This is an optimization exercise on Yosys and OpenROAD, whose aim is small area, a short achievable clock period and few clock cycles, not a production implementation.
The RTL was checked by simulation tests, not by an equivalence proof against the original design.
No activity file was given, so power comes from the tool's default toggle rates.

// viterbi_decoder
module viterbi_decoder(sys_clk,rst,en,i_data,o_data,o_done);
input sys_clk,rst,en;
input [15:0] i_data;
output [7:0] o_data;
output o_done;
reg done;
reg [5:0] q;
wire [5:0] dec;
vit_comb U0 (.i_data(i_data), .dec(dec));
always @(posedge sys_clk or negedge rst)
    if (rst == 0) done <= 1'b0;
    else if (en) done <= 1'b1;
always @(posedge sys_clk)
    if (!done) q <= dec;
assign o_done = done;
assign o_data = {q, 2'b00};
endmodule
For scale: about 330 cells after synthesis, roughly 7 flip-flops, roughly 28 I/O pins, roughly 2000 um^2 of cells after synthesis.
clock: 5.0 ns
lec_check: 0
abc_area: 1
cap_margin: 20
core_margin: 2
core_utilization: 40
slew_margin: 20
standard.sh (not shown) runs the stock make flow with config.mk's settings and CLKGATE_MAP_FILE= SYNTH_SCRIPT=/design/flow/synth_recipe.tcl, a recipe that flattens the netlist after the stock synthesis.
==> flow/flow/run.sh <==
#!/bin/bash
# Standard layout, with the port buffers made from the plain buffer cell
# instead of the delay cell that buffer_ports picks by default.
set -euo pipefail
bash standard.sh "BUFFER_PORTS_ARGS=-buffer_cell sky130_fd_sc_hd__buf_1" finish > make_finish.log 2>&1
The first run finished clean.
Testbench counts at the start, summed over its fixed seeds: cycles 3,200.
Change:
==> flow/run.sh (new file) <==
#!/bin/bash
# synth_recipe.tcl (not shown) runs the flow's synth.tcl, then flattens the netlist and writes it again
# the make line also repeats each setting of config.mk as NAME=value (left out here)
make -C /OpenROAD-flow-scripts/flow DESIGN_CONFIG=/design/flow/config.mk WORK_HOME=/design/flow/orfs CLKGATE_MAP_FILE= SYNTH_SCRIPT=/design/flow/synth_recipe.tcl finish
Settings changed: SETUP_SLACK_MARGIN set to 0.5.
removed: flow/flow/run.sh
removed: flow/standard.sh
Clock-buffer cell count does not change.
Routed wire length is higher by 9.4%.
Utilization is higher by 10 points.
Worst hold slack stays flat.
Final cell count is higher by 2.8%.
Via count is higher by 6.2%.
Critical path depth is higher by 1.
Clock skew is about the same.
Global-route usage is higher by 0.47 points.
Total power is higher by 20%.
Non-clock buffer count is higher by 12.
Change:
Settings changed: SETUP_SLACK_MARGIN 0.5 to 1.0.
Effect: The changed run passed the timing, design-rule and antenna checks; clock-buffer cell count stays the same; routed wire length went up by roughly a tenth; total power went up by roughly a tenth; worst setup slack improves by 310 ps; worst hold slack hardly moves; maximum frequency went up by a little under a tenth; combinational power went up by roughly a tenth.
Change:
Settings changed: ABC_AREA 1 to not set, SETUP_SLACK_MARGIN 1.0 to not set.
Effect: Utilization goes up by 6.7 points; critical path depth went down by 9; synthesized area increases by about 20%; global-route usage rose by 7.8 points; wire length increases by 66%; synthesized cell count went down by about 7.5%; final area increases by 37%.
Change:
Settings changed: GPL_TIMING_DRIVEN set to 0.
Effect: The new run passed the timing, design-rule and antenna checks; combinational power drops by about 10%; synthesized cell count stays the same; wire length drops by 11%; setup slack hardly moves.


Starting RTL as in the previous note.
## viterbi_decoder
module viterbi_decoder(sys_clk,rst,en,i_data,o_data,o_done);
==> flow/config.mk <==
export PLATFORM = sky130hd
export DESIGN_NAME = viterbi_decoder
export DESIGN_NICKNAME = viterbi_decoder
export VERILOG_FILES = /design/flow/design.v
export SDC_FILE = /design/flow/constraint.sdc
export NUM_CORES = 4
export LEC_CHECK = 0
export ABC_AREA = 1
export CAP_MARGIN = 20
export CORE_MARGIN = 2
export CORE_UTILIZATION = 40
export SLEW_MARGIN = 20
==> flow/constraint.sdc <==
create_clock -name core_clock -period 5.0 [get_ports {sys_clk}]
set_input_delay 1.0000 -clock core_clock [delete_from_list [all_inputs] [get_ports {sys_clk}]]
set_output_delay 1.0000 -clock core_clock [all_outputs]
set_load 0.01 [all_outputs]
==> flow/flow/run.sh <==
#!/bin/bash
# Standard layout, with the port buffers made from the plain buffer cell
# instead of the delay cell that buffer_ports picks by default.
set -euo pipefail
bash standard.sh "BUFFER_PORTS_ARGS=-buffer_cell sky130_fd_sc_hd__buf_2" finish > make_finish.log 2>&1
Testbench counts at the start, summed over its fixed seeds: cycles 3,200.
Next try:
==> flow/run.sh (new file) <==
#!/bin/bash
# synth_recipe.tcl (not shown) runs the flow's synth.tcl, then flattens the netlist and writes it again
# the make line also repeats each setting of config.mk as NAME=value (left out here)
make -C /OpenROAD-flow-scripts/flow DESIGN_CONFIG=/design/flow/config.mk WORK_HOME=/design/flow/orfs CLKGATE_MAP_FILE= SYNTH_SCRIPT=/design/flow/synth_recipe.tcl finish
removed: flow/flow/run.sh
removed: flow/standard.sh
Outcome: Clock power came out lower by 7.0%. Cell area increases by 6.6%. Power grows by 1.1%. Final cell count grows by 0.47%. Non-clock buffer count came out higher by 2. Utilization increases by 3.1 points.

[afterwards: timing with drivers on the ports]
No port has a modelled driver above. Below, the same layouts with a new extraction and two added sets of constraints. Step 1: set_driving_cell puts a clkbuf_16 on sys_clk and a buf_2 on each other input, an assumption about the parent block. Step 2 also shifts input and output timing later by t, the mid clock arrival at the registers, as if the neighbouring blocks saw the same clock. Three values: ideal, step 1, step 2; two values: the first two.
| run | t (ns) | setup WS [ns] | worst setup path at the end | clock arrival spread, ns |
|---|---|---|---|---|
| the first run of note 1 | 0.241 | 0.623 / 0.619 / 0.378 | input to register | 0.000 / 0.001 |
| the second run of note 1 | 0.239 | 0.687 / 0.684 / 0.445 | input to register | 0.001 / 0.002 |
| the third run of note 1 | 0.239 | 1.001 / 0.982 / 0.743 | input to register | 0.000 / 0.000 |
| the fourth run of note 1 | 0.246 | 0.105 / 0.092 / -0.154 | input to register | 0.001 / 0.001 |
| the fifth run of note 1 | 0.246 | 0.107 / 0.101 / -0.146 | input to register | 0.002 / 0.001 |
| the first run of note 2 | 0.256 | 0.767 / 0.768 / 0.513 | input to register | 0.000 / 0.001 |
| the second run of note 2 | 0.239 | 0.417 / 0.413 / 0.174 | input to register | 0.001 / 0.002 |
With both steps, setup timing fails in the fourth run of note 1 and the fifth run of note 1, where it was met with ideal ports. For the fourth run of note 1, which loses most, drivers alone change the setup slack by -0.013 ns; drivers and shift together by -0.259 ns.
